Source: an optimization exercise on an open RTL-to-GDS flow (aim: small area). Production flows keep margins and buffers that such runs may drop. In this exercise RTL edits were held to simulation tests only and were not proved equivalent to the original. No activity file was given, so power comes from the tool's default toggle rates.

==> flow/design.v <==
`timescale 1ns / 1ps
module sah(
  input  CLK, BTN_R, BTN_RST, BTN_L, BTN_SR, ROT_BT, reset, SW3,
  output VGA_H, VGA_V, VGA_R, VGA_G, VGA_B
);
  reg ph;
  wire ce = ~ph;
  always @(posedge CLK) begin
    if (reset) ph <= 1'b0;
    else       ph <= ~ph;
  end
  reg [3:0] hc; reg [5:0] hf;
  reg [3:0] vr; reg [5:0] vg;
  wire hf_last = (hf == 6'd49);
  wire [3:0] hmod = hf[3:0] + {hc[2:0], 1'b0} + 4'd8;
  wire [4:0] hid  = {hmod, ph};
  wire hwrap   = (hc == 4'd13) && (hf == 6'd29);    
  wire vwrap   = (vr == 4'd10) && (vg == 6'd24);    
  always @(posedge CLK) begin
    if (reset) begin
      hc <= 4'd13; hf <= 6'd30;    
      vr <= 4'd9;  vg <= 6'd35;    
    end else if (ph) begin
      if (hf_last) begin hf <= 6'd0; hc <= hc + 4'd1; end
      else hf <= hf + 6'd1;
      if (hwrap) begin
        if (vwrap) begin vr <= 4'd0; vg <= 6'd0; end
        else if (vg == 6'd49) begin vg <= 6'd0; vr <= vr + 4'd1; end
        else vg <= vg + 6'd1;
      end
    end
  end
  wire p25 = (hf == 6'd4) || (hf == 6'd29);         
  reg [3:0] m15;                                    
  always @(posedge CLK) begin
    if (reset) m15 <= 4'd0;
    else if (ph && p25) m15 <= (m15 == 4'd14) ? 4'd0 : m15 + 4'd1;
  end
  wire [1:0] q_s  = (hf < 6'd5) ? 2'd0 : (hf < 6'd30) ? 2'd1 : 2'd2;
  wire [1:0] q4   = {hc[0], 1'b0} + q_s;            
  wire m5is4      = (m15 == 4'd4) || (m15 == 4'd9) || (m15 == 4'd14);
  wire tick       = p25 && (q4 == 2'd3) && m5is4;   
  wire line_tick  = p25 && (m15 == 4'd14);          
  reg click_m, click_s, click_state, click_prev_db, take_pulse;
  reg [5:0] dbC_cnt;
  reg [9:0] click_cooldown;
  always @(posedge CLK) begin
    if (reset) begin
      click_m <= 1'b0; click_s <= 1'b0; click_state <= 1'b0; click_prev_db <= 1'b0;
      take_pulse <= 1'b0; dbC_cnt <= 6'd0; click_cooldown <= 10'd0;
    end else if (ce) begin
      click_m <= ~BTN_RST;
      click_s <= click_m;
      if (click_s == click_state) dbC_cnt <= 6'd0;
      else if (dbC_cnt == 6'd49) begin click_state <= click_s; dbC_cnt <= 6'd0; end
      else dbC_cnt <= dbC_cnt + 6'd1;
      take_pulse <= 1'b0;
      if (click_cooldown != 10'd0) click_cooldown <= click_cooldown - 10'd1;
      if (click_state && !click_prev_db && click_cooldown == 10'd0) begin
        take_pulse <= 1'b1;
        click_cooldown <= 10'd600;
      end
      click_prev_db <= click_state;
    end
  end
  reg sw3_m, sw3_s, sw3_prev;
  always @(posedge CLK) begin
    if (reset) begin
      sw3_m <= 1'b0; sw3_s <= 1'b0; sw3_prev <= 1'b0;
    end else if (ce) begin
      sw3_m <= SW3; sw3_s <= sw3_m; sw3_prev <= sw3_s;
    end
  end
  wire sw3_pulse = sw3_s & ~sw3_prev;
  reg [2:0] cx, cy;
  reg turn_white, holding;
  reg [4:0] sel;
  reg game_over;
  wire [5:0] cur = {cy, cx};
  wire mv_en = ce && !reset && !game_over && tick;
  wire mvL = mv_en && BTN_L && cx != 3'd0;
  wire mvR = mv_en && !mvL && BTN_R && cx != 3'd7;
  wire mvD = mv_en && !mvL && !mvR && BTN_SR && cy != 3'd7;
  wire mvU = mv_en && !mvL && !mvR && !mvD && ROT_BT && cy != 3'd0;
  wire mv  = mvL | mvR | mvD | mvU;
  wire [2:0] cx_n = mvL ? cx - 3'd1 : mvR ? cx + 3'd1 : cx;
  wire [2:0] cy_n = mvD ? cy + 3'd1 : mvU ? cy - 3'd1 : cy;
  always @(posedge CLK) begin
    if (reset) begin
      cx <= 3'd0; cy <= 3'd0;
    end else begin
      cx <= cx_n; cy <= cy_n;
    end
  end
  reg [6:0] slot [0:31];
  reg [1:0] rls;       
  reg       ms_v;    reg [5:0] ms_pos;    
  reg       mt_v;    reg [4:0] mt_idx;    
  reg [4:0] cv, ca;
  reg [4:0] cm [0:4];
  reg       gs;          
  reg       pristine;
  wire       act      = ce && !reset && !game_over && take_pulse;
  wire       found    = pristine ? (cur[5] == cur[4]) : ca[0];
  wire [4:0] tmp      = pristine ? {~cur[5], ~cur[3], cur[2:0]} : cm[0];
  wire       pick     = act && !holding && found && (tmp[4] != turn_white);
  wire       place    = act && holding && !found;
  wire       capture  = act && holding && found && (sel[4] != tmp[4]);
  wire       pickcap  = pick | capture;
  wire       placecap = place | capture;
  wire       sw3b     = ce && !reset && SW3;
  wire       restart  = reset | sw3b;
  wire       bchg     = pickcap | placecap;
  always @(posedge CLK) begin
    if (reset) begin
      holding <= 1'b0; turn_white <= 1'b1;
    end else if (ce) begin
      if (SW3) begin holding <= 1'b0; turn_white <= 1'b1; end
      if (pick) begin holding <= 1'b1; sel <= tmp; end
      if (placecap) begin holding <= 1'b0; turn_white <= ~turn_white; end
    end
  end
  wire       ms_v_n   = ~reset & (placecap | (ms_v & ~sw3b));
  wire [5:0] ms_pos_n = placecap ? cur : ms_pos;
  wire       mt_v_n   = ~reset & (pickcap | (mt_v & ~sw3b));
  wire [4:0] mt_idx_n = pickcap ? tmp : mt_idx;
  wire [4:0] sel_n    = pick ? tmp : sel;
  wire [4:0] hid_w    = reset ? 5'd31 : hid;      
  wire       ms_hit   = ms_v_n && (sel_n == hid);
  wire       mt_hit   = mt_v_n && (mt_idx_n == hid);
  wire       rl_here  = restart | (rls != 2'd0);
  wire [1:0] rls_n    = restart ? ((hid_w == 5'd31) ? 2'd1 : 2'd2) :
                        (rls != 2'd0 && hid == 5'd31) ? rls - 2'd1 : rls;
  wire [6:0] wb = ms_hit ? {1'b0, ms_pos_n} :
                  mt_hit ? 7'h40 :
                  rl_here ? {1'b0, ~hid_w[4], ~hid_w[4], ~hid_w[3], hid_w[2:0]} :
                  slot[0];
  integer k;
  always @(posedge CLK) begin
    for (k = 0; k < 31; k = k + 1) slot[k] <= slot[k + 1];
    slot[31] <= wb;
  end
  always @(posedge CLK) begin
    ms_v   <= ms_v_n & ~(ms_hit & (rls_n == 2'd0));
    mt_v   <= mt_v_n & ~(mt_hit & (rls_n == 2'd0));
    ms_pos <= ms_pos_n;
    mt_idx <= mt_idx_n;
    rls    <= rls_n;
  end
  wire win0 = (hid == 5'd0);
  wire win1 = (hid == 5'd31);
  wire [5:0] cq  [0:4];
  assign cq[0] = cur;
  assign cq[1] = cur - 6'd1;
  assign cq[2] = cur + 6'd1;
  assign cq[3] = cur + 6'd8;
  assign cq[4] = cur - 6'd8;
  always @(posedge CLK) begin
    pristine <= reset | (~bchg & (sw3b | pristine));
  end
  integer j;
  always @(posedge CLK) begin
    if (reset || bchg || sw3b) begin
      cv <= 5'd0; gs <= 1'b0;
    end else if (mv) begin
      cv <= {4'd0, mvL ? cv[1] : mvR ? cv[2] : mvD ? cv[3] : cv[4]};
      ca[0] <= mvL ? ca[1] : mvR ? ca[2] : mvD ? ca[3] : ca[4];
      cm[0] <= mvL ? cm[1] : mvR ? cm[2] : mvD ? cm[3] : cm[4];
      gs <= 1'b0;
    end else if (win0 || gs) begin
      for (j = 0; j < 5; j = j + 1) begin
        if (!cv[j]) begin
          if (!wb[6] && wb[5:0] == cq[j]) begin ca[j] <= 1'b1; cm[j] <= hid; end
          else if (win0) ca[j] <= 1'b0;
        end
      end
      gs <= !win1;
      if (win1) cv <= 5'b11111;
    end
  end
  wire [5:0] tile  = {vr[2:0], hc[2:0]};
  wire [5:0] ntile = {vr[2:0], hc[2:0] + 3'd1};
  function [6:0] patch;
    input [6:0] old;       
    input [5:0] X;
    input tin, sin;
    reg v, t, uv, a2, b2, rem, add; reg [4:0] m, u;
    begin
      v = old[6]; t = old[5]; m = old[4:0];
      if (sw3b) begin
        uv = (X[5] == X[4]);
        u  = {~X[5], ~X[3], X[2:0]};
        a2 = uv && !(pickcap && u == tmp) && !(placecap && u == sel);
        b2 = placecap && (cur == X);
        v = a2 | b2;
        t = a2 & b2;
        m = (a2 && (!b2 || u < sel)) ? u : sel;
      end else begin
        rem = pickcap && (X == cur) && tin;
        add = placecap && (X == cur) && sin;
        if (rem) begin v = t; t = 1'b0; end
        if (add) begin
          t = v;
          m = (v && m < sel) ? m : sel;
          v = 1'b1;
        end
      end
      patch = {v, t, m};
    end
  endfunction
  reg Lv, Lt; reg [4:0] Lm;
  reg Nv, Nt; reg [4:0] Nm;
  reg nval, nscan;
  wire bnd = ph && hf_last;        
  wire [6:0] Lp = patch({Lv, Lt, Lm}, tile, 1'b1, 1'b1);
  wire [6:0] Np = patch({Nv, Nt, Nm}, ntile, nval | (tmp < hid), nval | (sel < hid));
  wire       n_m = !wb[6] && (wb[5:0] == ntile);
  always @(posedge CLK) begin
    if (bnd) begin
      Lv <= Nv; Lt <= Nt; Lm <= Nm;
    end else begin
      Lv <= Lp[6]; Lt <= Lp[5]; Lm <= Lp[4:0];
    end
  end
  always @(posedge CLK) begin
    if (reset || bnd) begin
      nval <= 1'b0; nscan <= 1'b0;
    end else if (sw3b) begin
      nval <= 1'b1; nscan <= 1'b0;
      Nv <= Np[6]; Nt <= Np[5]; Nm <= Np[4:0];
    end else if (!nval && (nscan || win0)) begin
      begin : NACC
        reg v, t; reg [4:0] m;
        if (win0) begin v = 1'b0; t = 1'b0; m = 5'd0; end
        else begin v = Np[6]; t = Np[5]; m = Np[4:0]; end
        if (n_m) begin
          if (v) t = 1'b1;
          else begin v = 1'b1; m = hid; end
        end
        Nv <= v; Nt <= t; Nm <= m;
      end
      nscan <= !win1;
      nval  <= win1;
    end else if (nval) begin
      Nv <= Np[6]; Nt <= Np[5]; Nm <= Np[4:0];
    end
  end
  reg [2:0] ywr, ybr; reg [5:0] ywg, ybg;
  reg run_w, run_b, first_started, turn_q;
  wire yw_gt67 = (ywr > 3'd1) || (ywr == 3'd1 && ywg > 6'd17);
  wire yb_gt67 = (ybr > 3'd1) || (ybr == 3'd1 && ybg > 6'd17);
  wire yw_max  = (ywr == 3'd7) && (ywg == 6'd49);
  wire yb_max  = (ybr == 3'd7) && (ybg == 6'd49);
  always @(posedge CLK) begin
    if (reset) begin
      ywr <= 3'd0; ywg <= 6'd0; ybr <= 3'd0; ybg <= 6'd0;
      run_w <= 1'b0; run_b <= 1'b0; first_started <= 1'b0; turn_q <= 1'b1; game_over <= 1'b0;
    end else if (ce) begin
      if (sw3_pulse) begin
        ywr <= 3'd0; ywg <= 6'd0; ybr <= 3'd0; ybg <= 6'd0;
        run_w <= 1'b0; run_b <= 1'b0; first_started <= 1'b0; turn_q <= 1'b1; game_over <= 1'b0;
      end
      if (!game_over && turn_white != turn_q) begin
        if (turn_q) begin
          if (yw_gt67) begin
            if (ywg >= 6'd17) begin ywr <= ywr - 3'd1; ywg <= ywg - 6'd17; end
            else begin ywr <= ywr - 3'd2; ywg <= ywg + 6'd33; end
          end else begin ywr <= 3'd0; ywg <= 6'd0; end
          run_w <= 1'b0; run_b <= 1'b1;
        end else begin
          if (yb_gt67) begin
            if (ybg >= 6'd17) begin ybr <= ybr - 3'd1; ybg <= ybg - 6'd17; end
            else begin ybr <= ybr - 3'd2; ybg <= ybg + 6'd33; end
          end else begin ybr <= 3'd0; ybg <= 6'd0; end
          run_b <= 1'b0; run_w <= 1'b1;
        end
        turn_q <= turn_white;
      end
      if (!first_started && take_pulse && turn_white && !holding) begin
        run_w <= 1'b1; first_started <= 1'b1;
      end
      if (line_tick) begin
        if (run_w && !yw_max) begin
          if (ywg == 6'd49) begin ywg <= 6'd0; ywr <= ywr + 3'd1; end else ywg <= ywg + 6'd1;
        end
        if (run_b && !yb_max) begin
          if (ybg == 6'd49) begin ybg <= 6'd0; ybr <= ybr + 3'd1; end else ybg <= ybg + 6'd1;
        end
      end
      if ((run_w && yw_max) || (run_b && yb_max)) begin
        run_w <= 1'b0; run_b <= 1'b0; game_over <= 1'b1;
      end
    end
  end
  function pawn_pixel;   input [5:0] x,y; begin
    pawn_pixel = 1'b0;
    if (y>=10 && y<=12 && x>=20 && x<=30) pawn_pixel = 1'b1;
    else if (y>=13 && y<=18 && x>=22 && x<=28) pawn_pixel = 1'b1;
    else if (y>=19 && y<=20 && x>=23 && x<=27) pawn_pixel = 1'b1;
    else if (y>=21 && y<=24 && x>=20 && x<=30) pawn_pixel = 1'b1;
    else if (y>=25 && y<=28 && x>=18 && x<=32) pawn_pixel = 1'b1;
    else if (y>=29 && y<=32 && x>=17 && x<=33) pawn_pixel = 1'b1;
    else if (y>=33 && y<=36 && x>=16 && x<=34) pawn_pixel = 1'b1;
    else if (y>=37 && y<=40 && x>=14 && x<=36) pawn_pixel = 1'b1;
    else if (y>=41 && y<=43 && x>=12 && x<=38) pawn_pixel = 1'b1;
    else if (y>=44 && y<=45 && x>=10 && x<=40) pawn_pixel = 1'b1;
  end endfunction
  function rook_pixel;    input [5:0] x,y; begin
    rook_pixel = 1'b0;
    if (y>=10 && y<=12 && ((x>=12 && x<=16)||(x>=20 && x<=30)||(x>=34 && x<=38))) rook_pixel = 1'b1;
    else if (y>=13 && y<=32 && x>=14 && x<=36) rook_pixel = 1'b1;
    else if (y>=33 && y<=36 && x>=12 && x<=38) rook_pixel = 1'b1;
    else if (y>=37 && y<=45 && x>=10 && x<=40) rook_pixel = 1'b1;
  end endfunction
  function bishop_pixel;  input [5:0] x,y; begin
    bishop_pixel = 1'b0;
    if (y>=10 && y<=12 && x>=22 && x<=28) bishop_pixel = 1'b1;
    else if (y>=13 && y<=16 && x>=20 && x<=30) bishop_pixel = 1'b1;
    else if (y>=17 && y<=20 && x>=18 && x<=32) bishop_pixel = 1'b1;
    else if (y>=21 && y<=30 && x>=16 && x<=34) bishop_pixel = 1'b1;
    else if (y>=31 && y<=34 && x>=14 && x<=36) bishop_pixel = 1'b1;
    else if (y>=35 && y<=45 && x>=10 && x<=40) bishop_pixel = 1'b1;
  end endfunction
  function knight_pixel;  input [5:0] x,y; begin
    knight_pixel = 1'b0;
    if (y>=12 && y<=16 && x>=24 && x<=32) knight_pixel = 1'b1;
    else if (y>=16 && y<=20 && x>=20 && x<=30) knight_pixel = 1'b1;
    else if (y>=20 && y<=24 && x>=18 && x<=28) knight_pixel = 1'b1;
    else if (y>=24 && y<=28 && x>=16 && x<=26) knight_pixel = 1'b1;
    else if (y>=28 && y<=34 && x>=14 && x<=30) knight_pixel = 1'b1;
    else if (y>=35 && y<=45 && x>=10 && x<=40) knight_pixel = 1'b1;
    if (y>=17 && y<=18 && x>=27 && x<=28) knight_pixel = 1'b0;
  end endfunction
  function queen_pixel;   input [5:0] x,y; begin
    queen_pixel = 1'b0;
    if (y>=10 && y<=12 && ((x>=12 && x<=14)||(x>=20 && x<=22)||(x>=28 && x<=30)||(x>=36 && x<=38))) queen_pixel = 1'b1;
    else if (y>=13 && y<=15 && x>=14 && x<=36) queen_pixel = 1'b1;
    else if (y>=16 && y<=24 && x>=16 && x<=34) queen_pixel = 1'b1;
    else if (y>=25 && y<=28 && x>=18 && x<=32) queen_pixel = 1'b1;
    else if (y>=29 && y<=32 && x>=16 && x<=34) queen_pixel = 1'b1;
    else if (y>=33 && y<=36 && x>=14 && x<=36) queen_pixel = 1'b1;
    else if (y>=37 && y<=45 && x>=10 && x<=40) queen_pixel = 1'b1;
  end endfunction
  function king_pixel;  input [5:0] x,y; begin
    king_pixel = 1'b0;
    if (y >= 4  && y <= 12 && x >= 24 && x <= 26) king_pixel = 1'b1;
    if (y >= 7  && y <= 9  && x >= 20 && x <= 30) king_pixel = 1'b1;
    if (y>=12 && y<=14 && x>=22 && x<=28) king_pixel = 1'b1;
    if (y>=15 && y<=18 && x>=20 && x<=30) king_pixel = 1'b1;
    if (y>=19 && y<=30 && x>=18 && x<=32) king_pixel = 1'b1;
    if (y>=31 && y<=34 && x>=16 && x<=34) king_pixel = 1'b1;
    if (y>=35 && y<=45 && x>=10 && x<=40) king_pixel = 1'b1;
  end endfunction
  function piece_on; input [4:0] id; input [5:0] x,y; begin
    if (id[4] ^ id[3]) piece_on = pawn_pixel(x,y);
    else case (id[2:0])
      3'd0, 3'd7: piece_on = rook_pixel(x,y);
      3'd1, 3'd6: piece_on = knight_pixel(x,y);
      3'd2, 3'd5: piece_on = bishop_pixel(x,y);
      3'd3:       piece_on = queen_pixel(x,y);
      default:    piece_on = king_pixel(x,y);
    endcase
  end endfunction
  wire inb = ~hc[3] & ~vr[3];
  wire vin  = ~vr[3] || (vr == 4'd8 && vg == 6'd0);                                
  wire hin  = (hc == 4'd15 && hf >= 6'd40) || ~hc[3] || (hc == 4'd8 && hf <= 6'd10);  
  wire fr_b1 = ((hc == 4'd15 && hf >= 6'd40) || (hc == 4'd0 && hf == 6'd0)) && vin;
  wire fr_b2 = (hc == 4'd8 && hf <= 6'd10) && vin;
  wire fr_b3 = ((vr == 4'd10 && vg >= 6'd15) || (vr == 4'd0 && vg == 6'd0)) && hin;
  wire fr_b4 = (vr == 4'd8 && vg <= 6'd10) && hin;
  wire fr_vg = ((hf == 6'd49 && hc < 4'd7) || (hf == 6'd0 && hc >= 4'd1 && hc <= 4'd7)) && vin;
  wire fr_hg = ((vg == 6'd49 && vr < 4'd7) || (vg == 6'd0 && vr >= 4'd1 && vr <= 4'd7)) &&
               (~hc[3] || (hc == 4'd8 && hf == 6'd0));
  wire frame = fr_b1 | fr_b2 | fr_b3 | fr_b4 | fr_vg | fr_hg;
  wire pc_on  = inb && Lv && piece_on(Lm, hf, vg);
  wire pc_wh  = ~Lm[4];
  wire ln_y   = (vr == {1'b0, ywr}) && (vg == ywg) &&
                ((hc == 4'd14 && hf >= 6'd40) || (hc == 4'd15 && hf <= 6'd30));
  wire ln_r   = (vr == {1'b0, ybr}) && (vg == ybg) &&
                ((hc == 4'd8 && hf >= 6'd20) || (hc == 4'd9 && hf <= 6'd10));
  wire hl     = inb && (tile == cur) &&
                (hf < 6'd2 || hf > 6'd47 || vg < 6'd2 || vg > 6'd47);
  reg crvena, zelena, plava;
  always @(posedge CLK) begin
    if (reset) begin
      crvena <= 1'b0; zelena <= 1'b0; plava <= 1'b0;
    end else begin
      if (frame) begin crvena <= 1'b1; zelena <= 1'b1; plava <= 1'b1; end
      else begin crvena <= 1'b0; zelena <= 1'b0; plava <= 1'b0; end
      if (pc_on) begin
        if (pc_wh) begin crvena <= 1'b1; zelena <= 1'b1; plava <= 1'b1; end
        else       begin crvena <= 1'b0; zelena <= 1'b0; plava <= 1'b1; end
      end
      if (ln_y) begin crvena <= 1'b1; zelena <= 1'b1; plava <= 1'b0; end
      if (ln_r) begin crvena <= 1'b1; zelena <= 1'b0; plava <= 1'b0; end
      if (hl) begin crvena <= 1'b1; zelena <= turn_white; plava <= 1'b0; end
    end
  end
  wire h0    = (hc == 4'd13) && (hf == 6'd30);
  wire hsync = (hc == 4'd10 && hf >= 6'd37) || (hc == 4'd11) || (hc == 4'd12 && hf <= 6'd32);
  wire vsync = (vr == 4'd9) && ((vg == 6'd0 && !h0) || (vg == 6'd1) || (vg == 6'd2 && h0));
  assign VGA_H = ~hsync;
  assign VGA_V = ~vsync;
  assign VGA_R = crvena;
  assign VGA_G = zelena;
  assign VGA_B = plava;
endmodule
==> flow/flow/run.sh <==
#!/bin/bash
# The standard layout (standard.sh) with two changes:
#  1. the synthesis maps the logic with a stronger ABC area script (flow/abc_area.script:
#     deepsyn, then repeated dch / map -a). ABC runs without -dff, as in the standard
#     synthesis, so the registers are those of the standard synthesis.
#  2. clock tree synthesis without dummy load cells, with clkbuf_8 buffers.
# Each tool's output is in standard.log and orfs/logs/.
set -euo pipefail
here=$(pwd)
rm -rf "$here/scripts_mod"
cp -r "$FLOW_HOME/scripts" "$here/scripts_mod"
cp "$here/flow/abc_area.script" "$here/scripts_mod/abc_area.script"
export SCRIPTS_DIR="$here/scripts_mod"
export CTS_ARGS="-sink_clustering_enable -repair_clock_nets -dont_use_dummy_load -buf_list sky130_fd_sc_hd__clkbuf_8 -sink_clustering_size 20 -sink_clustering_max_diameter 60"
bash standard.sh > standard.log 2>&1
==> flow/flow/abc_area.script <==
strash
&get -n
&deepsyn -T 240
&put
dch -f
map -a
strash
dc2
dch -f
map -a
strash
dc2
dch -f
map -a
topo
stime -c
buffer -c
upsize -c
dnsize -c
==> flow/standard.sh <==
#!/bin/bash
# synth_recipe.tcl (not shown) runs the flow's synth.tcl, then flattens the netlist and writes it again
# the make line also repeats each setting of config.mk as NAME=value (left out here)
make -C /OpenROAD-flow-scripts/flow DESIGN_CONFIG=/design/flow/config.mk WORK_HOME=/design/flow/orfs CLKGATE_MAP_FILE= SYNTH_SCRIPT=/design/flow/synth_recipe.tcl "${@:-finish}"
==> flow/config.mk <==
export PLATFORM = sky130hd
export DESIGN_NAME = sah
export DESIGN_NICKNAME = sah
export VERILOG_FILES = /design/flow/design.v
export SDC_FILE = /design/flow/constraint.sdc
export NUM_CORES = 4
export LEC_CHECK = 0
export ABC_AREA = 1
export CAP_MARGIN = 0
export CORE_MARGIN = 2
export CORE_UTILIZATION = 40
export CTS_BUF_LIST = sky130_fd_sc_hd__clkbuf_8
export CTS_CLUSTER_DIAMETER = 60
export CTS_CLUSTER_SIZE = 20
export SLEW_MARGIN = 0
==> flow/constraint.sdc <==
create_clock -name core_clock -period 10.0 [get_ports {CLK}]
set_input_delay 2.0000 -clock core_clock [delete_from_list [all_inputs] [get_ports {CLK}]]
set_output_delay 2.0000 -clock core_clock [all_outputs]
set_load 0.01 [all_outputs]
==> impl_metrics.yaml, run 1 <==
routing:
  drtPass1Iterations: 5
  detail_route.wl_per_cell_um: 17.7
  postRouteWirelength_um: 37700
  vias: 11400
  drc_errors: 0
  post_route_antenna_net_violation_count: 0
  first_iter_violations: 991
  detail_route.vias_per_cell: 5.32
hold_path:
  min_path_type: "register to register"
global_routing:
  antenna_found_initial: 0
  grt_pass1_vias: 10900
  grt.total_usage_pct: 19.5
  globalRouteOverflowTotal: 0
  maximum_number_of_pins_on_one_net_before_global_route_repair: 33
  grt_pass1_wl_um: 59300
floorplanning:
  fp.dieW_um: 198
  chipHeight_um: 198
  design.die.area_um2: 39000
  placementRows: 70
  io-pin-count: 13
  initial_utilization_pct: 40.8
  floorplan.core_area_um2: 36800
setup_path:
  worst-endpoint-arrival_ns: 6.63
  worstPathMaxFanout: 32
  reg2reg_to: "cm[0][1]$_DFFE_PP_"
  crit_path_start_kind: "input pin"
  cp-endpoint: "cm[4][1]$_DFFE_PP_"
  timing.reg2reg.setup_slack_ns: 4.56
  crit_path_end_kind: "register"
  crit_path_start: "reset"
  critPathRequiredTime_ns: 10.26
  critPathKind: "input pin to register"
  beginning_of_the_worst_register_to_register_path: "hf[0]$_SDFFE_PP0P_"
  worst-r2r-cell-count: 9
logic_synthesis:
  synthXorXnorAreaFrac_pct: 3.02
  yosys-top-cells-area: "sky130_fd_sc_hd__dfxtp_1 44%, sky130_fd_sc_hd__edfxtp_1 9.6%, sky130_fd_sc_hd__ha_1 6.1%"
  synth.most_common_cell: "sky130_fd_sc_hd__dfxtp_1"
  synth_top_family_by_area: "simple AND/OR/NAND/NOR gates"
  postSynth.asyncResetShare_pct: 0
  syn-cell-area_um2: 15000
  synth-edff-count: 48
  ys_dominant_reg_cell: "sky130_fd_sc_hd__dfxtp_1"
  post_synth_num_cell_types: 76
  synth.ff_latch_count: 377
  synth_simple_gate_area_share_pct: 15.9
  synth_compound_area_share_pct: 14.6
  mappedNetlistNets: 1728
  post_syn_area_per_cell_um2: 9.11
  synth_largest_type_area_fraction_pct: 43.9
  post_synth_most_frequent_cells: "329 x sky130_fd_sc_hd__dfxtp_1, 218 x sky130_fd_sc_hd__inv_1, 187 x sky130_fd_sc_hd__nand2_1"
  synth_cells: 1646
  synth.mux.area_fraction_pct: 0
  ys_warn_count: 3
  yosysTopAreaCell: "sky130_fd_sc_hd__dfxtp_1"
  share_of_synthesized_cell_area_in_full_adder_half_adder_and_majority_cells_pct: 6.22
  yosysSeqAreaShare_pct: 53.5
placed_design:
  gp_routability_congestion: 0.918
  dpl.hpwl_um: 27900
  placement.cell_area_um2: 15600
  numPortBuffers: 12
clock_network:
  cts_setup_buffers: 0
  cts.clk_slew.worst_paths_ns: 0.11
  insertion_delay_ns: 0.57
  post_cts_resize_count: 0
  cts_made_buffers: 34
  cts_htree_levels: 2
  cts.path.max_buffers: 3
  cts_hold_buffers: 0
  clk_root_buffer_cell: "sky130_fd_sc_hd__clkbuf_8"
  cts_num_sinks: 377
  cts_tree: "yes"
flow_run:
  max_capacitance_violation_total: 0
sta:
  fin_crit_ns: 6.36
  timing.final.hold_violations: 0
  timing.final.max_slew_violations: 0
  finalCritPeriodShare_pct: 63.6
  rsz_0062_raised_after_global_routing: "no"
  slew_headroom_pct: 37.0
  setup_viol: 0
  actual_slew_at_the_worst_max_slew_pin_ns: 0.921
  setup_total_negative_slack_ns: 0
  final.setup_skew_ns: 0.0792
  fmax_mhz: 157
pwr:
  power_density_over_the_cells_nw_per_um2: 177
  leakage_nw: 6.86
  power.switching_mw: 0.740
  ir_worst_vdd_mv: 0.120
  clock_group_share_of_total_power_pct: 26.8
  seq_pwr_share_pct: 61.4
  power.internal_mw: 2.11
  switching_share_pct: 26.0
  p_comb_share_pct: 11.8
layout:
  insertedDiodeCount: 0
  final_nets: 1752
  drive_gt1_share_pct: 5.52
  layout.cell_area.non_filler_um2: 16100
  postLayoutCoreUtil_pct: 43.7
  areaGrowthSynthToFinish_pct: 7.22
run_status:
  status: "no timing/DRC/antenna violations"
## how the worst min path moves through the flow
stage / startpoint / to / slack (ns) / cells past startpoint
after CTS: slot[31][1]$_DFF_P_ / slot[30][1]$_DFF_P_ / 0.28 / 0
after global placement: slot[17][6]$_DFF_P_ / slot[16][6]$_DFF_P_ / 0.31 / 0
after detailed placement: slot[11][3]$_DFF_P_ / slot[10][3]$_DFF_P_ / 0.31 / 0
after global routing: slot[31][1]$_DFF_P_ / slot[30][1]$_DFF_P_ / 0.27 / 0
after floorplan: slot[1][0]$_DFF_P_ / slot[0][0]$_DFF_P_ / 0.31 / 0
final: slot[31][1]$_DFF_P_ / slot[30][1]$_DFF_P_ / 0.28 / 0
## cell type report
cell class / count / area (um2)
clock buffer: 34 / 468
multi-input combinational: 1006 / 5960
timing repair buffer: 16 / 150
fill: 3622 / 20700
tap: 468 / 586
inverter: 235 / 885
sequential: 377 / 8030
## layer usage
layer	track usage (%)	vias up	part of all wire [%]
met3	3.64	97	6.7
met4	7.66	0	3.6
met2	30.0	396	43
li1	-	5551	-
met1	27.2	5328	47
met5	0	-	0
## registers in the layout, summed over array words and instances, names as in the netlist, 5 cells and up
signal          flops
Lm                  5
Nm                  5
ca                  5
click_cooldown     10
cm                 25
dbC_cnt             6
hf                  6
ms_pos              6
mt_idx              5
sel                 5
slot              224
vg                  6
ybg                 6
ywg                 6
## logic make-up (layout without fill, tap and decap cells)
group,after synthesis,after routing
compound gates,354,354
fa+ha+maj,74,74
simple gates,528,528
buf+inv,263,285
xor+xnor,50,50
flops,377,377
## through the flow
stage | hold WS, ns | instances | total power [mW] | worst slack, ns
after floorplan | 0.310 | 1646 | 2.01 | 4.60
after global placement | 0.310 | 2102 | 2.11 | 3.11
after detailed placement | 0.312 | 2102 | 2.11 | 3.08
after CTS | 0.276 | 2136 | 2.88 | 3.70
after global routing | 0.274 | 2136 | 3.01 | 3.28
final | 0.275 | 2136 | 2.85 | 3.64
## power groups by stage
stage / combinational, mW / sequential [mW] / clock, mW
floorplan: 0.256 / 1.75 / 0
global placement: 0.326 / 1.78 / 0
detailed placement: 0.332 / 1.78 / 0
CTS: 0.334 / 1.75 / 0.800
global route: 0.385 / 1.76 / 0.858
finish: 0.337 / 1.75 / 0.762
## placed cells by master (no fill, tap or decap), types with 11 or more instances in the layout
cell / instances
sky130_fd_sc_hd__a21oi_1: 100
sky130_fd_sc_hd__inv_2: 11
sky130_fd_sc_hd__o22ai_1: 37
sky130_fd_sc_hd__ha_1: 73
sky130_fd_sc_hd__a31oi_1: 15
sky130_fd_sc_hd__o21ai_0: 99
sky130_fd_sc_hd__edfxtp_1: 48
sky130_fd_sc_hd__xnor2_1: 13
sky130_fd_sc_hd__clkbuf_8: 34
sky130_fd_sc_hd__nand4_1: 15
sky130_fd_sc_hd__nor3_1: 48
sky130_fd_sc_hd__nand2_1: 187
sky130_fd_sc_hd__nor2_1: 183
sky130_fd_sc_hd__xor2_1: 35
sky130_fd_sc_hd__dfxtp_1: 329
sky130_fd_sc_hd__clkdlybuf4s50_1: 12
sky130_fd_sc_hd__inv_1: 218
sky130_fd_sc_hd__nand3_1: 47
## worst max-delay path, cell delays in order
cell and delay (ns):
sky130_fd_sc_hd__clkdlybuf4s50_1 0.40, sky130_fd_sc_hd__buf_4 0.26, sky130_fd_sc_hd__nor2_8 0.28, sky130_fd_sc_hd__inv_4 0.13, sky130_fd_sc_hd__nor2_8 0.11, sky130_fd_sc_hd__inv_2 0.05, sky130_fd_sc_hd__nor3_2 0.10, sky130_fd_sc_hd__inv_1 0.09
sky130_fd_sc_hd__nor2_4 0.39, sky130_fd_sc_hd__nor2_4 0.09, sky130_fd_sc_hd__nor2_8 0.16, sky130_fd_sc_hd__inv_2 0.08, sky130_fd_sc_hd__or2_1 0.22, sky130_fd_sc_hd__o21ai_2 0.06, sky130_fd_sc_hd__inv_2 0.06, sky130_fd_sc_hd__o22ai_1 0.14
sky130_fd_sc_hd__a211oi_2 0.06, sky130_fd_sc_hd__nand4_2 0.11, sky130_fd_sc_hd__nand2_2 0.10, sky130_fd_sc_hd__nor3_4 0.26, sky130_fd_sc_hd__nand2_1 0.11, sky130_fd_sc_hd__nand3_2 0.15, sky130_fd_sc_hd__xor2_1 0.13, sky130_fd_sc_hd__nor3_1 0.35
sky130_fd_sc_hd__nand2_1 0.14, sky130_fd_sc_hd__nor3_1 0.24, sky130_fd_sc_hd__nand2_1 0.13, sky130_fd_sc_hd__inv_1 0.19
==> inputs of run 2 (changes only) <==
--- a/flow/flow/run.sh
+++ b/flow/flow/run.sh
@@ -2,5 +2,6 @@
 # The standard layout (standard.sh) with two changes:
 #  1. the synthesis maps the logic with a stronger ABC area script (flow/abc_area.script:
-#     deepsyn, then repeated dch / map -a). ABC runs without -dff, as in the standard
+#     deepsyn, then repeated dch / map -a, no buffering or upsizing). ABC runs without
+#     -dff, as in the standard
 #     synthesis, so the registers are those of the standard synthesis.
 #  2. clock tree synthesis without dummy load cells, with clkbuf_8 buffers.
==> flow/flow/abc_area.script (replaced) <==
strash
&get -n
&deepsyn -T 300
&put
dch -f
map -a
strash
dc2
dch -f
map -a
strash
dc2
dch -f
map -a
topo
dnsize -c
==> run 2 against run 1 <==
Against the previous run: first-iteration DRC count shrank 11%; via count up 0.36%; clock skew rose by 0.063 ns; hold slack worse by 0.0098 ns; flip-flop and latch count unchanged; cell count stayed put; non-clock buffer count up 4; clock-buffer cell count down 4; fmax fell by 22%; design area decreased by 1.7%; clock power down 6.6%; largest power group unchanged.
==> impl_metrics.yaml, run 2 <==
layout:
  insertedDiodeCount: 0
  final_nets: 1752
  drive_gt1_share_pct: 3.00
  layout_top_registers: "slot: 224 flops, cm: 25 flops, click_cooldown: 10 flops"
  reg_with_most_ffs: "slot"
  mostFrequentLayoutCell: "sky130_fd_sc_hd__dfxtp_1"
  areaGrowthSynthToFinish_pct: 8.03
  layout_common_cells: "329 x sky130_fd_sc_hd__dfxtp_1, 235 x sky130_fd_sc_hd__clkinv_1, 194 x sky130_fd_sc_hd__nand2_1"
  largest_register_ffs: 224
clock_network:
  clk_root_buffer_cell: "sky130_fd_sc_hd__clkbuf_8"
  cts_setup_buffers: 0
  insertion_delay_ns: 0.67
  cts_tree: "yes"
  cts.path.max_buffers: 3
  cts_num_sinks: 377
  cts_htree_levels: 1
  cts.clk_slew.worst_paths_ns: 0.11
  cts_made_buffers: 30
  post_cts_resize_count: 0
  cts_hold_buffers: 0
logic_synthesis:
  syn-cell-area_um2: 14600
  synth_largest_type_area_fraction_pct: 45.0
  post_synth_num_cell_types: 50
  postSynth.asyncResetShare_pct: 0
  yosysTopAreaCell: "sky130_fd_sc_hd__dfxtp_1"
  yosys-top-cells-area: "sky130_fd_sc_hd__dfxtp_1 45%, sky130_fd_sc_hd__edfxtp_1 9.8%, sky130_fd_sc_hd__ha_1 6.2%"
  synth.ff_latch_count: 377
  yosysSeqAreaShare_pct: 54.8
  post_synth_most_frequent_cells: "329 x sky130_fd_sc_hd__dfxtp_1, 235 x sky130_fd_sc_hd__clkinv_1, 194 x sky130_fd_sc_hd__nand2_1"
  ys_dominant_reg_cell: "sky130_fd_sc_hd__dfxtp_1"
  ys_warn_count: 3
  post_syn_area_per_cell_um2: 9.04
  mappedNetlistNets: 1701
  synth_cells: 1619
  synth.most_common_cell: "sky130_fd_sc_hd__dfxtp_1"
  synth-edff-count: 48
sta:
  slew_headroom_pct: 47.0
  fmax_mhz: 123
  timing.final.max_slew_violations: 0
  actual_slew_at_the_worst_max_slew_pin_ns: 0.794
  setup_viol: 0
  rsz_0062_raised_after_global_routing: "no"
  hold-worst-slack_ns: 0.266
  finalCritPeriodShare_pct: 81.2
  timing.final.hold_violations: 0
  final.setup_skew_ns: 0.142
  fin_crit_ns: 8.12
  setup_total_negative_slack_ns: 0
floorplanning:
  floorplan.core_area_um2: 36300
  io-pin-count: 13
  design.die.area_um2: 38100
  initial_utilization_pct: 40.3
  fp.dieW_um: 195
  placementRows: 70
  chipHeight_um: 195
routing:
  drc_errors: 0
  postRouteWirelength_um: 37200
  detail_route.wl_per_cell_um: 17.4
  post_route_antenna_net_violation_count: 0
  drtPass1Iterations: 6
  detail_route.vias_per_cell: 5.34
  first_iter_violations: 881
  vias: 11400
setup_path:
  worst_path_most_repeated_cell: "sky130_fd_sc_hd__nor2_1"
  critical_path.slowest_cell: "sky130_fd_sc_hd__a2111oi_0"
  worst-r2r-cell-count: 25
  worst-endpoint-arrival_ns: 8.49
  cp.buffers_inverters: 6
  crit_path_start_kind: "input pin"
  worstPathMaxFanout: 10
  critical_path.top_delay_family: "simple AND/OR/NAND/NOR gates"
  critPathKind: "input pin to register"
  crit_path_end_kind: "register"
  critPathRequiredTime_ns: 10.37
  timing.critical_path.depth: 26
  cpPeakStageDelay_ns: 0.67
global_routing:
  gr-usage-met2_pct: 31.2
  antenna_found_initial: 0
  global_route.usage.met1_pct: 26.9
  gr-max-usage-layer: "met2"
  grt_pass1_wl_um: 59100
  globalRouteOverflowTotal: 0
  maximum_number_of_pins_on_one_net_before_global_route_repair: 32
  grt_pass1_vias: 10800
  met3_usage_pct: 2.95
  grt.total_usage_pct: 19.5
placed_design:
  gp_routability_congestion: 0.935
  dpl.hpwl_um: 27500
  numPortBuffers: 12
pwr:
  leakage_nw: 6.07
  clock_group_share_of_total_power_pct: 25.5
  switching_share_pct: 26.0
  power_density_over_the_cells_nw_per_um2: 176
  seq_pwr_share_pct: 62.7
  power.switching_mw: 0.726
  ir_worst_vdd_mv: 0.125
  p_comb_share_pct: 11.8
  power.internal_mw: 2.06
hold_path:
  min_path_type: "register to register"
  worst_hold_path.num_cells: 0
run_status:
  status: "no timing/DRC/antenna violations"
flow_run:
  max_capacitance_violation_total: 0
-- run 2: cell types whose count changed after synthesis, sizes merged --
cell / delta
clkbuf: -24
clkinv: +230
buf: -3
inv: -230
-- run 2: power groups by stage --
stage                     Sequential (mW)  Clock [mW]  Combinational (mW)
after floorplan                      1.76           0               0.242
after global placement               1.78           0               0.315
after detailed placement             1.78           0               0.324
after CTS                            1.75       0.744               0.325
after global routing                 1.77       0.794               0.374
final                                1.75       0.712               0.330
-- run 2: layout make-up --
class                           count  area (um2)
Fill cell                        3525       20500
Sequential cell                   377        8030
Multi-Input combinational cell   1006        5720
Inverter                          235         882
Tap cell                          468         586
Clock buffer                       30         413
Timing Repair Buffer               20         180
-- run 2: worst reg2reg max path: cells and delay by family (launching register included) --
family,cells,cell delay (ns)
flops,1,0.37
compound gates,4,0.98
xor+xnor,1,0.37
buf+inv,5,1.18
simple gates,15,3.50
-- run 2: logic make-up after synthesis --
group                      count (synthesis)  synth area share [%]
buffers and inverters                    236                  6.05
and+or+nand+nor                          528                  15.1
AOI/OAI and AO/OA                        354                  14.6
xor gates and xnor gates                  50                  2.99
adders and majority gates                 74                  6.38
DFF                                      377                  54.8
-- run 2: routing by layer --
metal	vias to the layer above	part of all wire (%)
met5	-	0
met4	0	3.4
met3	91	5.6
met2	374	44
met1	5355	47
li1	5593	-
-- run 2: worst paths after layout --
check	slack (ns)	endpoint	from
worst max register to register	3.42	cm[1][4]$_DFFE_PP_	ph$_SDFF_PP0_
worst max-delay path	1.88	cm[1][4]$_DFFE_PP_	reset
worst min-delay path	0.27	slot[2][4]$_DFF_P_	slot[3][4]$_DFF_P_
worst min register to register	0.27	slot[2][4]$_DFF_P_	slot[3][4]$_DFF_P_
-- run 2: per-stage QoR --
step / util (%) / cells / power, mW / setup slack [ns] / instance area [um2]
3_3_place_gp: 42.4 / 2106 / 2.10 / 1.72 / 15400
5_1_grt: 43.5 / 2136 / 2.93 / 1.33 / 15800
6_report: 43.5 / 2136 / 2.79 / 1.88 / 15800
4_1_cts: 43.5 / 2136 / 2.82 / 2.09 / 15800
2_1_floorplan: - / 1619 / 2.00 / 2.38 / 14600
3_5_place_dp: 42.4 / 2106 / 2.11 / 1.38 / 15400
==> inputs of run 3 (changes only) <==
--- a/flow/flow/run.sh
+++ b/flow/flow/run.sh
@@ -2,5 +2,5 @@
 # The standard layout (standard.sh) with two changes:
 #  1. the synthesis maps the logic with a stronger ABC area script (flow/abc_area.script:
-#     deepsyn, then repeated dch / map -a, no buffering or upsizing). ABC runs without
+#     deepsyn, then repeated dch / amap, no buffering or upsizing). ABC runs without
 #     -dff, as in the standard
 #     synthesis, so the registers are those of the standard synthesis.
==> flow/flow/abc_area.script (replaced) <==
strash
&get -n
&deepsyn -T 300
&put
dch -f
amap
strash
dc2
dch -f
amap
strash
dc2
dch -f
amap
topo
dnsize -c
==> run 3 against run 2 <==
Against the previous run: still clean on timing, DRC and antenna; sequential share of layout area grew 0.85 points; utilization up 0.33 points; clock power up 2%; design area decreased by 1.6%; setup slack got worse by 0.50 ns; critical path type unchanged; critical endpoint is now ca[2]$_SDFFCE_PP1P_; highest routed layer unchanged.
==> impl_metrics.yaml, run 3 <==
layout:
  layout_top_registers: "slot: 224 flops, cm: 25 flops, click_cooldown: 10 flops"
  insertedDiodeCount: 0
  mostFrequentLayoutCell: "sky130_fd_sc_hd__dfxtp_1"
  final_nets: 1640
  drive_gt1_share_pct: 2.63
  postLayoutCoreUtil_pct: 43.8
  largest_register_ffs: 224
  layout_common_cells: "329 x sky130_fd_sc_hd__dfxtp_1, 225 x sky130_fd_sc_hd__nor2_1, 197 x sky130_fd_sc_hd__clkinv_1"
  areaGrowthSynthToFinish_pct: 8.31
  reg_with_most_ffs: "slot"
hold_path:
  min_path_type: "register to register"
  worst_hold_startpoint: "slot[30][4]$_DFF_P_"
  worst_hold_path.endpoint: "slot[29][4]$_DFF_P_"
  worst_hold_path.num_cells: 0
floorplanning:
  fp.dieW_um: 193
  chipHeight_um: 193
  design.die.area_um2: 37400
  initial_utilization_pct: 40.5
  io-pin-count: 13
  placementRows: 69
  floorplan.core_area_um2: 35500
setup_path:
  timing.reg2reg.setup_slack_ns: 2.55
  critical_path.slowest_cell: "sky130_fd_sc_hd__a221oi_1"
  beginning_of_the_worst_register_to_register_path: "cy[2]$_SDFFE_PP0P_"
  critical_path.top_delay_family: "simple AND/OR/NAND/NOR gates"
  cpPeakStageDelay_ns: 0.59
  crit_path_end_kind: "register"
  worst_path_most_repeated_cell: "sky130_fd_sc_hd__nor2_1"
  critPathRequiredTime_ns: 10.38
  critPathKind: "input pin to register"
  worst-endpoint-arrival_ns: 9.00
  worst-r2r-cell-count: 26
  worstPathMaxFanout: 13
  crit_path_start_kind: "input pin"
  cp.buffers_inverters: 6
  reg2reg_to: "ca[2]$_SDFFCE_PP1P_"
pwr:
  power_density_over_the_cells_nw_per_um2: 176
  ir_worst_vdd_mv: 0.142
  leakage_nw: 5.66
logic_synthesis:
  mappedNetlistNets: 1587
  ys_warn_count: 3
  post_syn_area_per_cell_um2: 9.54
  yosysSeqAreaShare_pct: 55.9
  post_synth_num_cell_types: 50
  synthXorXnorAreaFrac_pct: 0
  synth.mux.area_fraction_pct: 0
  postSynth.asyncResetShare_pct: 0
  post_synth_most_frequent_cells: "329 x sky130_fd_sc_hd__dfxtp_1, 225 x sky130_fd_sc_hd__nor2_1, 197 x sky130_fd_sc_hd__clkinv_1"
  synth_compound_area_share_pct: 18.0
  share_of_synthesized_cell_area_in_full_adder_half_adder_and_majority_cells_pct: 6.50
  synth.most_common_cell: "sky130_fd_sc_hd__dfxtp_1"
  synth_simple_gate_area_share_pct: 14.4
  synth-edff-count: 48
  synth_top_family_by_area: "compound AO/OA/AOI/OAI gates"
  yosys-top-cells-area: "sky130_fd_sc_hd__dfxtp_1 46%, sky130_fd_sc_hd__edfxtp_1 10%, sky130_fd_sc_hd__ha_1 6.4%"
  syn-cell-area_um2: 14400
  synth_largest_type_area_fraction_pct: 45.9
  synth_cells: 1505
  synth.ff_latch_count: 377
  yosysTopAreaCell: "sky130_fd_sc_hd__dfxtp_1"
  ys_dominant_reg_cell: "sky130_fd_sc_hd__dfxtp_1"
clock_network:
  post_cts_resize_count: 0
  insertion_delay_ns: 0.65
  cts_setup_buffers: 0
  cts_htree_levels: 1
  clk_root_buffer_cell: "sky130_fd_sc_hd__clkbuf_8"
  cts_made_buffers: 31
  cts.clk_slew.worst_paths_ns: 0.11
  cts_tree: "yes"
  cts_num_sinks: 377
  cts_hold_buffers: 0
  cts.path.max_buffers: 3
sta:
  finalCritPeriodShare_pct: 86.2
  actual_slew_at_the_worst_max_slew_pin_ns: 0.865
  final_worst_slack_ns: 1.38
  timing.final.max_slew_violations: 0
  fmax_mhz: 116
  slew_headroom_pct: 42.1
  setup_total_negative_slack_ns: 0
  setup_viol: 0
  timing.final.hold_violations: 0
  final.setup_skew_ns: 0.105
  rsz_0062_raised_after_global_routing: "no"
  fin_crit_ns: 8.62
placed_design:
  dpl.hpwl_um: 26600
  gp_routability_congestion: 0.915
  place_ws_ns: 0.847
  numPortBuffers: 12
global_routing:
  antenna_found_initial: 0
  grt.total_usage_pct: 19.1
  grt_pass1_wl_um: 57600
  grt_pass1_vias: 10500
  globalRouteOverflowTotal: 0
  maximum_number_of_pins_on_one_net_before_global_route_repair: 27
routing:
  first_iter_violations: 934
  vias: 11200
  drtPass1Iterations: 6
  postRouteWirelength_um: 36400
  detail_route.vias_per_cell: 5.55
  drc_errors: 0
  post_route_antenna_net_violation_count: 0
  detail_route.wl_per_cell_um: 18.0
run_status:
  status: "no timing/DRC/antenna violations"
flow_run:
  max_capacitance_violation_total: 0
==> run 3: changes by cell type after synthesis, moves of 13 or more <==
cell and change:
sky130_fd_sc_hd__o21ai_0 -39, sky130_fd_sc_hd__o21a_1 +21, sky130_fd_sc_hd__o22ai_1 +42, sky130_fd_sc_hd__nand2_1 -104, sky130_fd_sc_hd__nand3_1 -35, sky130_fd_sc_hd__clkinv_1 -38, sky130_fd_sc_hd__xnor2_1 -13, sky130_fd_sc_hd__xor2_1 -37
sky130_fd_sc_hd__nor2_1 +33, sky130_fd_sc_hd__or2_0 +17, sky130_fd_sc_hd__nor2b_1 +13, sky130_fd_sc_hd__a21oi_1 -38, sky130_fd_sc_hd__o221ai_1 +17, sky130_fd_sc_hd__or3_1 +14
==> run 3: report_power, final <==
group | internal (mW) | switching [mW]
registers | 1.68 | 0.0566
logic | 0.102 | 0.184
clock network | 0.275 | 0.448
total | 2.06 | 0.689
==> run 3: how the worst max path moves through the flow <==
stage	startpoint	depth (start not counted)	end
final	reset	27	ca[2]$_SDFFCE_PP1P_
after global routing	reset	26	ca[1]$_SDFFCE_PP1P_
after CTS	reset	27	ca[2]$_SDFFCE_PP1P_
after detailed placement	reset	27	ca[2]$_SDFFCE_PP1P_
after global placement	reset	26	ca[1]$_SDFFCE_PP1P_
after floorplan	reset	22	ca[2]$_SDFFCE_PP1P_
==> run 3: cell families after synthesis <==
logic type	after synthesis
DFF	377
AOI/OAI and AO/OA	388
adders and majority gates	74
buffers and inverters	198
and+or+nand+nor	468
==> run 3: worst reg2reg max path: cells and delay by family, from the launching register on <==
| kind | cells | cell delay (ns) |
|---|---|---|
| flip-flops | 1 | 0.44 |
| AND/OR/NAND/NOR | 12 | 2.94 |
| AO/OA/AOI/OAI | 9 | 2.69 |
| buffers and inverters | 5 | 1.16 |
==> run 3: stage by stage <==
| step | hold WS, ns | total power [mW] | cell area (um2) | std cells |
|---|---|---|---|---|
| floorplan | 0.310 | 1.95 | 14400 | 1505 |
| global placement | 0.310 | 2.05 | 15100 | 1986 |
| detailed placement | 0.312 | 2.05 | 15100 | 1986 |
| CTS | 0.286 | 2.78 | 15600 | 2017 |
| global route | 0.289 | 2.88 | 15600 | 2017 |
| finish | 0.292 | 2.74 | 15600 | 2017 |
==> run 3: layout make-up <==
cell class	count	area (um2)
Inverter	197	739
Clock buffer	31	427
Multi-Input combinational cell	930	5590
Timing Repair Buffer	21	188
Tap cell	461	577
Fill cell	3456	19900
Sequential cell	377	8030
==> run 3: routing by layer <==
metal / GRT usage (%) / wire length (um) / vias up
met5: 0 / 0 / -
met4: 7.80 / 1540 / 0
met3: 2.77 / 2200 / 103
met2: 29.0 / 15500 / 386
met1: 27.4 / 17100 / 5228
li1: - / - / 5468
==> inputs of run 4 (changes only) <==
==> flow/flow/run.sh (replaced) <==
#!/bin/bash
# The standard layout (standard.sh) with three changes:
#  1. the synthesis maps the logic with a stronger ABC area script (flow/abc_area.script:
#     deepsyn, then repeated dch / amap, no buffering or upsizing);
#  2. adders are left to ABC instead of being mapped to half / full adder cells first
#     (ADDER_MAP_FILE empty). Neither change touches the registers: ABC runs without
#     -dff, as in the standard synthesis, so the registers are the standard synthesis's;
#  3. clock tree synthesis without dummy load cells, with clkbuf_8 buffers.
# Each tool's output is in standard.log and orfs/logs/.
set -euo pipefail
here=$(pwd)
rm -rf "$here/scripts_mod"
cp -r "$FLOW_HOME/scripts" "$here/scripts_mod"
cp "$here/flow/abc_area.script" "$here/scripts_mod/abc_area.script"
export SCRIPTS_DIR="$here/scripts_mod"
export ADDER_MAP_FILE=
export CTS_ARGS="-sink_clustering_enable -repair_clock_nets -dont_use_dummy_load -buf_list sky130_fd_sc_hd__clkbuf_8 -sink_clustering_size 20 -sink_clustering_max_diameter 60"
bash standard.sh > standard.log 2>&1
==> run 4 against run 3 <==
Against the previous run: setup slack got worse by 0.28 ns; sequential power shrank 2%; clock-buffer cell count fell by 3; critical endpoint is now Nm[2]$_DFFE_PP_; largest power group unchanged.
==> impl_metrics.yaml, run 4 <==
sta:
  slew_headroom_pct: 28.7
  rsz_0062_raised_after_global_routing: "no"
  timing.final.max_slew_violations: 0
  timing.final.hold_violations: 0
  fin_crit_ns: 8.90
  finalCritPeriodShare_pct: 89.0
  setup_viol: 0
  setup_total_negative_slack_ns: 0
  actual_slew_at_the_worst_max_slew_pin_ns: 1.04
  final.setup_skew_ns: 0.0424
  fmax_mhz: 112
  final_worst_slack_ns: 1.10
logic_synthesis:
  synth_cells: 1397
  synth.ff_latch_count: 377
  ys_warn_count: 3
  ys_dominant_reg_cell: "sky130_fd_sc_hd__dfxtp_1"
  mappedNetlistNets: 1405
  yosys-top-cells-area: "sky130_fd_sc_hd__dfxtp_1 50%, sky130_fd_sc_hd__edfxtp_1 11%, sky130_fd_sc_hd__nor2_1 7.1%"
  yosysTopAreaCell: "sky130_fd_sc_hd__dfxtp_1"
  synth-edff-count: 48
  post_syn_area_per_cell_um2: 9.42
  post_synth_num_cell_types: 47
  yosysSeqAreaShare_pct: 61.0
  synth_largest_type_area_fraction_pct: 50.0
  post_synth_most_frequent_cells: "329 x sky130_fd_sc_hd__dfxtp_1, 248 x sky130_fd_sc_hd__nor2_1, 189 x sky130_fd_sc_hd__clkinv_1"
  postSynth.asyncResetShare_pct: 0
  syn-cell-area_um2: 13200
  synth.most_common_cell: "sky130_fd_sc_hd__dfxtp_1"
floorplanning:
  fp.dieW_um: 185
  design.die.area_um2: 34400
  io-pin-count: 13
  placementRows: 66
  initial_utilization_pct: 40.6
  floorplan.core_area_um2: 32500
  chipHeight_um: 185
setup_path:
  worstPathMaxFanout: 8
  timing.reg2reg.setup_slack_ns: 2.28
  critPathKind: "input pin to register"
  critPathRequiredTime_ns: 10.43
  worst-endpoint-arrival_ns: 9.33
  crit_path_end_kind: "register"
  crit_path_start_kind: "input pin"
layout:
  filler_cell_count: 3112
  postLayoutCoreUtil_pct: 44.2
  areaGrowthSynthToFinish_pct: 9.04
  insertedDiodeCount: 0
  layout_top_registers: "slot: 224 flops, cm: 25 flops, click_cooldown: 10 flops"
  mostFrequentLayoutCell: "sky130_fd_sc_hd__dfxtp_1"
  drive_gt1_share_pct: 3.16
  layout.cells.non_filler: 1896
  layout_common_cells: "329 x sky130_fd_sc_hd__dfxtp_1, 248 x sky130_fd_sc_hd__nor2_1, 189 x sky130_fd_sc_hd__clkinv_1"
  largest_register_ffs: 224
  final_nets: 1464
  reg_with_most_ffs: "slot"
global_routing:
  grt_pass1_wl_um: 54000
  grt.total_usage_pct: 20.1
  maximum_number_of_pins_on_one_net_before_global_route_repair: 27
  antenna_found_initial: 0
  grt_pass1_vias: 9719
  globalRouteOverflowTotal: 0
flow_run:
  max_capacitance_violation_total: 0
placed_design:
  numPlacedInstances: 1868
  place_ws_ns: 0.753
  numPortBuffers: 12
  dpl.hpwl_um: 24700
  gp_routability_congestion: 0.941
clock_network:
  cts.path.max_buffers: 3
  cts_num_sinks: 377
  cts_tree: "yes"
  cts_htree_levels: 1
  cts_made_buffers: 28
  cts.clk_slew.worst_paths_ns: 0.11
  cts_setup_buffers: 0
  post_cts_resize_count: 0
  cts_hold_buffers: 0
  clk_root_buffer_cell: "sky130_fd_sc_hd__clkbuf_8"
  insertion_delay_ns: 0.60
run_status:
  status: "no timing/DRC/antenna violations"
pwr:
  power_density_over_the_cells_nw_per_um2: 182
  ir_worst_vdd_mv: 0.116
  leakage_nw: 5.02
  p_total_mw: 2.61
routing:
  detail_route.vias_per_cell: 5.54
  vias: 10500
  postRouteWirelength_um: 34300
  post_route_antenna_net_violation_count: 0
  drtPass1Iterations: 6
  detail_route.wl_per_cell_um: 18.1
  first_iter_violations: 970
  drc_errors: 0
hold_path:
  min_path_type: "register to register"
## run 4: path summary, 6_finish.rpt
check	from	end	cells after the start
setup reg to reg	cy[2]$_SDFFE_PP0P_	Nm[2]$_DFFE_PP_	26
setup / recovery	reset	Nm[2]$_DFFE_PP_	27
hold reg to reg	slot[31][3]$_DFF_P_	slot[30][3]$_DFF_P_	0
hold / removal	slot[31][3]$_DFF_P_	slot[30][3]$_DFF_P_	0
## run 4: stage by stage
stage / hold WS [ns] / instance area, um2
2_1_floorplan: 0.310 / 13200
3_3_place_gp: 0.311 / 14000
3_5_place_dp: 0.312 / 14000
4_1_cts: 0.295 / 14400
5_1_grt: 0.299 / 14400
6_report: 0.297 / 14400
## run 4: per-layer routing
layer / GRT usage (%) / vias to the layer above / wire (um)
li1: - / 5041 / -
met1: 29.2 / 4925 / 15700
met2: 31.2 / 459 / 15000
met3: 2.69 / 73 / 2760
met4: 5.62 / 0 / 774
met5: 0 / - / 0
## run 4: layout make-up
type	count	area [um2]	share of cell area, %
Sequential cell	377	8030	55.9
Clock buffer	28	385	2.69
Tap cell	442	553	3.85
Inverter	189	709	4.94
Multi-Input combinational cell	830	4420	30.8
Timing Repair Buffer	30	255	1.78
## run 4: cell families after synthesis
logic type	after synthesis	share of synthesized area, %
flip-flops	377	61.0
AND/OR/NAND/NOR	460	15.0
buffers and inverters	190	5.42
AO/OA/AOI/OAI	369	18.5
XOR/XNOR	1	0.0666
## run 4: power by group
| group | total, mW | internal (mW) | switching (mW) |
|---|---|---|---|
| Sequential | 1.70 | 1.65 | 0.0456 |
| Clock | 0.686 | 0.250 | 0.436 |
| Combinational | 0.223 | 0.0736 | 0.149 |
| Total | 2.61 | 1.97 | 0.631 |
## run 4: worst max-delay path: stages
cell and delay, ns:
sky130_fd_sc_hd__clkdlybuf4s50_1 0.47, sky130_fd_sc_hd__nor2_1 0.53, sky130_fd_sc_hd__clkinv_1 0.20, sky130_fd_sc_hd__nor2_1 0.20
sky130_fd_sc_hd__nand3_1 0.11, sky130_fd_sc_hd__nor4_1 0.28, sky130_fd_sc_hd__nor2_1 0.19, sky130_fd_sc_hd__clkinv_1 0.17
sky130_fd_sc_hd__nor2_1 0.08, sky130_fd_sc_hd__nor2_1 0.38, sky130_fd_sc_hd__clkinv_1 0.32, sky130_fd_sc_hd__o22ai_1 0.31
sky130_fd_sc_hd__clkinv_1 0.14, sky130_fd_sc_hd__a221oi_1 0.31, sky130_fd_sc_hd__o221ai_1 0.16, sky130_fd_sc_hd__nor4_1 0.41
sky130_fd_sc_hd__clkinv_1 0.18, sky130_fd_sc_hd__nand3_1 0.13, sky130_fd_sc_hd__clkinv_1 0.15, sky130_fd_sc_hd__a222oi_1 0.48
sky130_fd_sc_hd__clkinv_1 0.24, sky130_fd_sc_hd__a222oi_1 0.34, sky130_fd_sc_hd__nor4b_1 0.69, sky130_fd_sc_hd__nor2_1 0.08
sky130_fd_sc_hd__nor2_1 0.36, sky130_fd_sc_hd__clkinv_1 0.22, sky130_fd_sc_hd__o22ai_1 0.19

-- afterwards: timing with drivers on the ports --
No port has a modelled driver above. Below, the same layouts with a new extraction and two added sets of constraints. Step 1 (the two cells are an assumption about what drives the block):
set clk [get_ports {CLK}]
set_driving_cell -lib_cell sky130_fd_sc_hd__clkbuf_16 $clk
set_driving_cell -lib_cell sky130_fd_sc_hd__buf_2 [delete_from_list [all_inputs] $clk]
Step 2, shift: input delay + t, output delay - t, t = (earliest + latest rising clock arrival at the registers) / 2. This alone moves slack from input paths to output paths. a / b / c = no drivers / after step 1 / after step 2; a / b = the first two.
run | shift t [ns] | setup WS [ns] | worst setup path at the end | slew at the worst register clock pin (ns) | pins driven straight from the clock port
run 1 | 0.579 | 3.637 / 3.660 / 3.081 | input to register | 0.11 / 0.11 | 1
run 2 | 0.645 | 1.882 / 1.898 / 1.253 | input to register | 0.11 / 0.11 | 1
run 3 | 0.643 | 1.380 / 1.400 / 0.757 | input to register | 0.11 / 0.11 | 1
run 4 | 0.619 | 1.101 / 1.122 / 0.503 | input to register | 0.11 / 0.11 | 1
After both steps setup and hold are still met in every run listed. For run 2, which loses most, drivers alone change the setup slack by +0.016 ns; drivers and shift together by -0.629 ns.
